From an optimization exercise on the open Yosys and OpenROAD flow, aimed at small area; shortcuts taken in it are not production practice.
The RTL was checked by simulation tests, not by an equivalence proof against the original design.

==> run a: inputs <==
==> flow/design.v <==
module uart_rx(
	input clk,
	input rst,
	input rx,
	output reg [1:0] sel,		 
	output reg [6:0] q2,		 
	output reg [6:0] q3,		 
	output run,					 
	output go,					 
	output [7:0] s_h,
	output [7:0] s_l,
	output led1,
	output led2,
	output led3
);
reg [10:0] cnt;
reg idle;
reg [3:0] rx_cnt;		 
reg dc;					 
reg [15:0] data;
reg [2:0] dn;			 
reg [7:0] para;
reg [6:0] seg_h, seg_l;
wire [10:0] cnt_inc = cnt + 11'd1;
wire bit_end = (cnt_inc == 11'd1920);
wire start = idle && !rx && (cnt_inc == 11'd960);
wire done = !idle && rx_cnt[3] && rx_cnt[0] && bit_end && rx;
wire [7:0] bh = data[7:0];
wire [7:0] bl = data[15:8];
wire h_dig = (bh[7:4] == 4'h3) && (bh[3:0] <= 4'd9);
wire l_dig = (bl[7:4] == 4'h3) && (bl[3:0] <= 4'd9);
function [6:0] pat;
	input [3:0] d;
	case (d)
		4'd0: pat = 7'b0111111;
		4'd1: pat = 7'b0000110;
		4'd2: pat = 7'b1011011;
		4'd3: pat = 7'b1001111;
		4'd4: pat = 7'b1100110;
		4'd5: pat = 7'b1101101;
		4'd6: pat = 7'b1111101;
		4'd7: pat = 7'b0000111;
		4'd8: pat = 7'b1111111;
		default: pat = 7'b1101111;
	endcase
endfunction
wire [6:0] n_seg_h = h_dig ? pat(bh[3:0]) : ((bh == 8'h00) ? 7'b0000000 : 7'b1111001);
wire [6:0] n_seg_l = l_dig ? pat(bl[3:0]) : ((bl == 8'h00) ? 7'b0000000 : 7'b1111001);
wire [7:0] para_a = h_dig ? {4'd0, bh[3:0]} : para;
wire [7:0] para_b = l_dig ? (para_a * 8'd10 + {4'd0, bl[3:0]}) : para_a;
assign go = done && (dn == 3'd3);
assign run = (dn == 3'd4);
always @(posedge clk or posedge rst) begin
	if (rst) begin
		cnt <= 0;
		idle <= 1'b1;
		rx_cnt <= 0;
		dc <= 1'b0;
		data <= 0;
		dn <= 0;
		para <= 0;
		sel <= 0;
		q2 <= 0;
		q3 <= 0;
		seg_h <= 0;
		seg_l <= 0;
	end else begin
		if (idle) begin
			if (!rx) begin
				if (start) begin
					cnt <= 11'd1;
					idle <= 1'b0;
					data <= 0;
				end else
					cnt <= cnt_inc;
			end
		end else begin
			cnt <= bit_end ? 11'd0 : cnt_inc;
			if (bit_end) begin
				if (!rx_cnt[3]) begin
					data[{dc, rx_cnt[2:0]}] <= rx;
					rx_cnt <= rx_cnt + 4'd1;
				end else if (!rx_cnt[0]) begin
					rx_cnt <= 4'd9;
				end else begin
					rx_cnt <= 0;
					if (!rx)
						dc <= ~dc;
					else begin
						idle <= 1'b1;
						dc <= 1'b0;
					end
				end
			end
		end
		if (done) begin
			seg_h <= n_seg_h;
			seg_l <= n_seg_l;
			para <= para_b;
			case (dn)
				3'd0: sel <= (para_b == 8'd1) ? 2'd1 : (para_b == 8'd2) ? 2'd2 :
				             (para_b == 8'd3) ? 2'd3 : 2'd0;
				3'd1: q2 <= para_b[6:0];
				3'd2: q3 <= para_b[6:0];
				default: ;
			endcase
			if (dn != 3'd4)
				dn <= dn + 3'd1;
		end
	end
end
assign s_h = {1'b0, seg_h};
assign s_l = {1'b0, seg_l};
assign led1 = (sel == 2'd3);
assign led2 = (q2 == 7'd6);
assign led3 = (q3 == 7'd10);
endmodule
module motion(
	input clk,
	input rst,
	input [1:0] sel,
	input [6:0] q2,
	input [6:0] q3,
	input run,
	input go,
	output pul1,
	output pul2,
	output dir1,
	output dir2,
	output stop
);
reg [7:0] t;
reg px, py, dx, dy, stp;
reg [15:0] A;
reg [15:0] B;
reg [15:0] D;
reg [28:0] V;
reg rf;
reg [1:0] rn;
wire s_line = (sel == 2'd1);
wire tick_r = (t == 8'd10) || (t == 8'd90) || (t == 8'd170);
wire tick_c = (t == 8'd7) || (t == 8'd67) || (t == 8'd127) || (t == 8'd187);
wire ev = (t == 8'd39);
wire act_l = run && s_line && !stp && ev;
wire act_r = run && (sel == 2'd2) && !stp && tick_r;
wire act_c = run && (sel == 2'd3) && tick_c;
wire [6:0] kx = B[6:0];
wire [6:0] ky = B[13:7];
wire hit_x = (q3 != 0) && (kx == q3 - 7'd1);
wire hit_y = (q2 != 0) && (ky == q2 - 7'd1);
wire x_neg = A[15];
wire y_neg = B[15];
wire c1 = !x_neg && !y_neg && !stp;
wire c2 = x_neg && !y_neg;
wire c3 = x_neg && y_neg;
wire c4 = !x_neg && y_neg;
wire cq = c1 || c2 || c3 || c4;
wire ge = c1 ? !D[15] : c2 ? V[28] : 1'b1;
wire c_tx = (c1 && ge) || (c2 && !ge) || c3;	 
wire c_ty = cq && !c_tx;						 
wire tog_x = (act_l && hit_x) || (act_r && !rf) || (act_c && c_tx);
wire tog_y = (act_l && hit_y) || (act_r && rf) || (act_c && c_ty);
wire a_up = c3;
wire [15:0] A_sum = A + (a_up ? 16'd1 : 16'hffff);
wire lp = rf ? py : px;							 
wire cnt_dec = act_l ? px : lp;					 
wire A_hit = (A[15:1] == 15'd0) && (A[0] == cnt_dec);	 
wire load_q3 = act_r && !rf;
wire [6:0] qs = load_q3 ? q3 : q2;
wire [15:0] T = {qs, 7'd0} - {7'd0, qs, 2'd0};
wire inc_x = act_l && !hit_x && (q3 != 0);
wire inc_y = act_l && !hit_y && (q2 != 0);
wire [15:0] B_add = act_c ? (c2 ? 16'hffff : 16'd1) : {8'd0, inc_y, 6'd0, inc_x};
wire [15:0] B_sum = B + B_add;
wire x_pos = !x_neg && (A != 16'd0);
wire step_x = act_c && c_tx && px;
wire step_y = act_c && c_ty && py;
wire d_x = step_x && c1 && x_pos;
wire d_y = step_y && c1;
wire v_x = step_x && !c3 && !x_pos;
wire [15:0] D_sum = D + (d_x ? {~A_sum[14:0], 1'b1} : {B[14:0], 1'b1});
wire [28:0] V_sum = V + (v_x ? {12'hfff, 4'd0, ~A_sum[11:0], 1'b1} : {13'd0, B[14:0], 1'b1});
always @(posedge clk or posedge rst) begin
	if (rst) begin
		t <= 0;
		px <= 1'b1;
		py <= 1'b1;
		dx <= 1'b0;
		dy <= 1'b0;
		stp <= 1'b0;
		A <= 0;
		B <= 0;
		D <= 0;
		V <= 0;
		rf <= 1'b0;
		rn <= 0;
	end else begin
		if (go && s_line)
			t <= 0;
		else if (run && s_line)
			t <= ev ? 8'd0 : t + 8'd1;
		else
			t <= (t == 8'd239) ? 8'd0 : t + 8'd1;
		if (tog_x)
			px <= ~px;
		if (tog_y)
			py <= ~py;
		if (go || (act_r && A_hit))
			A <= T;
		else if ((act_l && hit_x && px) || (act_r && cnt_dec) || step_x)
			A <= A_sum;
		if (act_l) begin
			B[6:0] <= hit_x ? 7'd0 : B_sum[6:0];
			B[13:7] <= hit_y ? 7'd0 : B_sum[13:7];
		end else if (step_y)
			B <= B_sum;
		if (d_x || d_y)
			D <= D_sum;
		if (v_x || d_y)
			V <= V_sum;
		if ((act_l && hit_x && A_hit) || (act_r && rf && A_hit && rn == 2'd1) || (step_y && c4))
			stp <= 1'b1;
		if (act_r && A_hit) begin
			rf <= ~rf;
			if (rf)
				rn <= rn + 2'd1;
		end
		if (act_r && A_hit) begin
			if (rf)
				dy <= ~dy;
			else
				dx <= ~dx;
		end
		if (act_c && cq) begin
			dx <= y_neg;
			dy <= !x_neg;
		end
	end
end
assign pul1 = px;
assign pul2 = py;
assign dir1 = dx;
assign dir2 = dy;
assign stop = stp;
endmodule
module top(
	input clk,
	input rst,
	output stop,
	input rx,
	output [7:0]segment_h,
	output [7:0]segment_l,
	output pul1,
	output pul2,
	output dir1,
	output dir2,
	output led1,
	output led2,
	output led3
);
wire [1:0] sel;
wire [6:0] q2, q3;
wire run, go;
uart_rx uart_rx(
	.clk(clk), .rst(rst), .rx(rx),
	.sel(sel), .q2(q2), .q3(q3), .run(run), .go(go),
	.s_h(segment_h), .s_l(segment_l),
	.led1(led1), .led2(led2), .led3(led3)
);
motion motion(
	.clk(clk), .rst(rst),
	.sel(sel), .q2(q2), .q3(q3), .run(run), .go(go),
	.pul1(pul1), .pul2(pul2), .dir1(dir1), .dir2(dir2), .stop(stop)
);
endmodule
==> flow/run.sh <==
#!/bin/bash
# synth_recipe.tcl (not shown) runs the flow's synth.tcl, then flattens the netlist and writes it again
# the make line also repeats each setting of config.mk as NAME=value (left out here)
make -C /OpenROAD-flow-scripts/flow DESIGN_CONFIG=/design/flow/config.mk WORK_HOME=/design/flow/orfs CLKGATE_MAP_FILE= SYNTH_SCRIPT=/design/flow/synth_recipe.tcl finish
==> flow/config.mk <==
export PLATFORM = sky130hd
export DESIGN_NAME = top
export DESIGN_NICKNAME = top
export VERILOG_FILES = /design/flow/design.v
export SDC_FILE = /design/flow/constraint.sdc
export NUM_CORES = 4
export LEC_CHECK = 0
export CAP_MARGIN = 20
export CORE_MARGIN = 2
export CORE_UTILIZATION = 40
export SLEW_MARGIN = 20
==> flow/constraint.sdc <==
create_clock -name core_clock -period 16.0 [get_ports {clk}]
set_input_delay 3.2000 -clock core_clock [delete_from_list [all_inputs] [get_ports {clk}]]
set_output_delay 3.2000 -clock core_clock [all_outputs]
set_load 0.01 [all_outputs]
==> run b: changes against run a <==
--- a/flow/design.v
+++ b/flow/design.v
@@ -138,47 +138,35 @@
 reg rf;
 reg [1:0] rn;
-wire s_line = (sel == 2'd1);
+wire m_line = run && (sel == 2'd1) && !stp;
+wire m_rect = run && (sel == 2'd2) && !stp;
+wire m_circ = run && (sel == 2'd3);
 wire tick_r = (t == 8'd10) || (t == 8'd90) || (t == 8'd170);
 wire tick_c = (t == 8'd7) || (t == 8'd67) || (t == 8'd127) || (t == 8'd187);
 wire ev = (t == 8'd39);
-wire act_l = run && s_line && !stp && ev;
-wire act_r = run && (sel == 2'd2) && !stp && tick_r;
-wire act_c = run && (sel == 2'd3) && tick_c;
+wire load_q3 = m_rect && tick_r && !rf;
+wire [6:0] qs = load_q3 ? q3 : q2;
+wire [15:0] T = {qs, 7'd0} - {7'd0, qs, 2'd0};
 wire [6:0] kx = B[6:0];
 wire [6:0] ky = B[13:7];
 wire hit_x = (q3 != 0) && (kx == q3 - 7'd1);
 wire hit_y = (q2 != 0) && (ky == q2 - 7'd1);
+wire rt = rf ? py : px;			 
+wire lp = m_line ? px : rt;
+wire [15:0] A_dec = A - {15'd0, lp};	 
+wire A_zero = (A_dec == 16'd0);
 wire x_neg = A[15];
 wire y_neg = B[15];
-wire c1 = !x_neg && !y_neg && !stp;
-wire c2 = x_neg && !y_neg;
-wire c3 = x_neg && y_neg;
-wire c4 = !x_neg && y_neg;
-wire cq = c1 || c2 || c3 || c4;
-wire ge = c1 ? !D[15] : c2 ? V[28] : 1'b1;
-wire c_tx = (c1 && ge) || (c2 && !ge) || c3;	 
-wire c_ty = cq && !c_tx;						 
-wire tog_x = (act_l && hit_x) || (act_r && !rf) || (act_c && c_tx);
-wire tog_y = (act_l && hit_y) || (act_r && rf) || (act_c && c_ty);
-wire a_up = c3;
-wire [15:0] A_sum = A + (a_up ? 16'd1 : 16'hffff);
-wire lp = rf ? py : px;							 
-wire cnt_dec = act_l ? px : lp;					 
-wire A_hit = (A[15:1] == 15'd0) && (A[0] == cnt_dec);	 
-wire load_q3 = act_r && !rf;
-wire [6:0] qs = load_q3 ? q3 : q2;
-wire [15:0] T = {qs, 7'd0} - {7'd0, qs, 2'd0};
-wire inc_x = act_l && !hit_x && (q3 != 0);
-wire inc_y = act_l && !hit_y && (q2 != 0);
-wire [15:0] B_add = act_c ? (c2 ? 16'hffff : 16'd1) : {8'd0, inc_y, 6'd0, inc_x};
-wire [15:0] B_sum = B + B_add;
+wire q1 = !x_neg && !y_neg && !stp;
+wire q2_ = x_neg && !y_neg;
+wire q3_ = x_neg && y_neg;
+wire q4 = !x_neg && y_neg;
+wire ge = q1 ? !D[15] : q2_ ? V[28] : 1'b1;
+wire [15:0] x_dn = A - 16'd1;
+wire [15:0] x_up = A + 16'd1;
+wire [15:0] y_up = B + 16'd1;
+wire [15:0] y_dn = B - 16'd1;
+wire [16:0] y2p1 = {B, 1'b1};				 
+wire [16:0] mx = ~{x_dn, 1'b1} + 17'd1;		 
 wire x_pos = !x_neg && (A != 16'd0);
-wire step_x = act_c && c_tx && px;
-wire step_y = act_c && c_ty && py;
-wire d_x = step_x && c1 && x_pos;
-wire d_y = step_y && c1;
-wire v_x = step_x && !c3 && !x_pos;
-wire [15:0] D_sum = D + (d_x ? {~A_sum[14:0], 1'b1} : {B[14:0], 1'b1});
-wire [28:0] V_sum = V + (v_x ? {12'hfff, 4'd0, ~A_sum[11:0], 1'b1} : {13'd0, B[14:0], 1'b1});
 always @(posedge clk or posedge rst) begin
 	if (rst) begin
@@ -196,43 +184,99 @@
 		rn <= 0;
 	end else begin
-		if (go && s_line)
+		if (go && sel == 2'd1)
 			t <= 0;
-		else if (run && s_line)
+		else if (run && sel == 2'd1)
 			t <= ev ? 8'd0 : t + 8'd1;
 		else
 			t <= (t == 8'd239) ? 8'd0 : t + 8'd1;
-		if (tog_x)
-			px <= ~px;
-		if (tog_y)
-			py <= ~py;
-		if (go || (act_r && A_hit))
+		if (go)
 			A <= T;
-		else if ((act_l && hit_x && px) || (act_r && cnt_dec) || step_x)
-			A <= A_sum;
-		if (act_l) begin
-			B[6:0] <= hit_x ? 7'd0 : B_sum[6:0];
-			B[13:7] <= hit_y ? 7'd0 : B_sum[13:7];
-		end else if (step_y)
-			B <= B_sum;
-		if (d_x || d_y)
-			D <= D_sum;
-		if (v_x || d_y)
-			V <= V_sum;
-		if ((act_l && hit_x && A_hit) || (act_r && rf && A_hit && rn == 2'd1) || (step_y && c4))
-			stp <= 1'b1;
-		if (act_r && A_hit) begin
-			rf <= ~rf;
-			if (rf)
-				rn <= rn + 2'd1;
-		end
-		if (act_r && A_hit) begin
-			if (rf)
-				dy <= ~dy;
-			else
-				dx <= ~dx;
-		end
-		if (act_c && cq) begin
-			dx <= y_neg;
-			dy <= !x_neg;
+		if (m_line && ev) begin
+			if (hit_x) begin
+				B[6:0] <= 0;
+				px <= ~px;
+				A <= A_dec;
+				if (A_zero)
+					stp <= 1'b1;
+			end else
+				B[6:0] <= kx + 7'd1;
+			if (hit_y) begin
+				B[13:7] <= 0;
+				py <= ~py;
+			end else
+				B[13:7] <= ky + 7'd1;
+		end
+		if (m_rect && tick_r) begin
+			if (!rf) begin
+				px <= ~px;
+				if (A_zero) begin
+					A <= T;
+					rf <= 1'b1;
+					dx <= ~dx;
+				end else
+					A <= A_dec;
+			end else begin
+				py <= ~py;
+				if (A_zero) begin
+					A <= T;
+					rf <= 1'b0;
+					dy <= ~dy;
+					rn <= rn + 2'd1;
+					if (rn == 2'd1)
+						stp <= 1'b1;
+				end else
+					A <= A_dec;
+			end
+		end
+		if (m_circ && tick_c) begin
+			if (q1) begin
+				dx <= 1'b0;
+				dy <= 1'b1;
+				if (ge) begin
+					px <= ~px;
+					if (px) begin
+						A <= x_dn;
+						if (x_pos)
+							D <= D + mx[15:0];
+						else
+							V <= V + {{12{mx[16]}}, mx} - 29'h20000;
+					end
+				end else begin
+					py <= ~py;
+					if (py) begin
+						B <= y_up;
+						D <= D + y2p1[15:0];
+						V <= V + {12'd0, y2p1};
+					end
+				end
+			end else if (q2_) begin
+				dx <= 1'b0;
+				dy <= 1'b0;
+				if (ge) begin
+					py <= ~py;
+					if (py)
+						B <= y_dn;
+				end else begin
+					px <= ~px;
+					if (px) begin
+						A <= x_dn;
+						V <= V + {{12{mx[16]}}, mx} - 29'h20000;
+					end
+				end
+			end else if (q3_) begin
+				dx <= 1'b1;
+				dy <= 1'b0;
+				px <= ~px;
+				if (px)
+					A <= x_up;
+			end else if (q4) begin
+				dx <= 1'b1;
+				dy <= 1'b1;
+				py <= ~py;
+				if (py) begin
+					B <= y_up;
+					stp <= 1'b1;
+				end
+			end
 		end
 	end
==> results.ini <==
[cts]
clkTransAtPathRegs_ns=0.08

[floorplan]
die_w_um=201

[synth]
synth_xor_area_share_pct=9.09

[run_status]
status=complete, no violations

[layout]
fill_cells=3879
stdcell_count=2483

[power_and_ir_drop]
top_power_group=the clock network

[drt]
drt_iter0_drc=1406

[timing]
finalHoldWorstSlack_ns=0.481

[end of results for run b]
==> results.ini <==
[power_and_ir_drop]
leakagePower_nw=6.33
top_power_group=sequential cells

[timing]
finalHoldWorstSlack_ns=0.462
period_share_pct=34.6

[layout]
stdcell_count=1919
layout_common_cells=nand2_1, dfrtp_1, o21ai_0, ha_1, nor2_1
fill_cells=3128

[cts]
clkTransAtPathRegs_ns=0.07

[floorplan]
die_w_um=184

[drt]
drt_iter0_drc=555

[run_status]
status=complete, no violations

[end of results for run a]

==> separate check: timing with driven ports <==
How much do the figures lean on ideal ports? The routed layouts below were timed once more, with nothing changed but the port constraints. Step 1 (the two cells are an assumption about what drives the block):
set clk [get_ports {clk}]
set_driving_cell -lib_cell sky130_fd_sc_hd__clkbuf_16 $clk
set_driving_cell -lib_cell sky130_fd_sc_hd__buf_2 [delete_from_list [all_inputs] $clk]
Step 2, shift: input delay + t, output delay - t, t = (earliest + latest rising clock arrival at the registers) / 2. This alone moves slack from input paths to output paths. Three values: ideal, step 1, step 2; two values: the first two.
| run | t, ns | setup WS [ns] | worst hold slack (ns) | slew at the worst register clock pin (ns) | cell pins on the clock port's net |
|---|---|---|---|---|---|
| run a | 0.491 | 10.466 / 10.466 / 10.125 | 0.462 / 0.462 / 0.462 | 0.08 / 0.08 | 1 |
| run b | 0.506 | 10.415 / 10.415 / 10.206 | 0.481 / 0.481 / 0.481 | 0.08 / 0.08 | 1 |
After both steps setup and hold are still met in every run listed. The setup slack of run a, which loses most, moves by 0.000 ns with the drivers and by -0.341 ns with both steps.
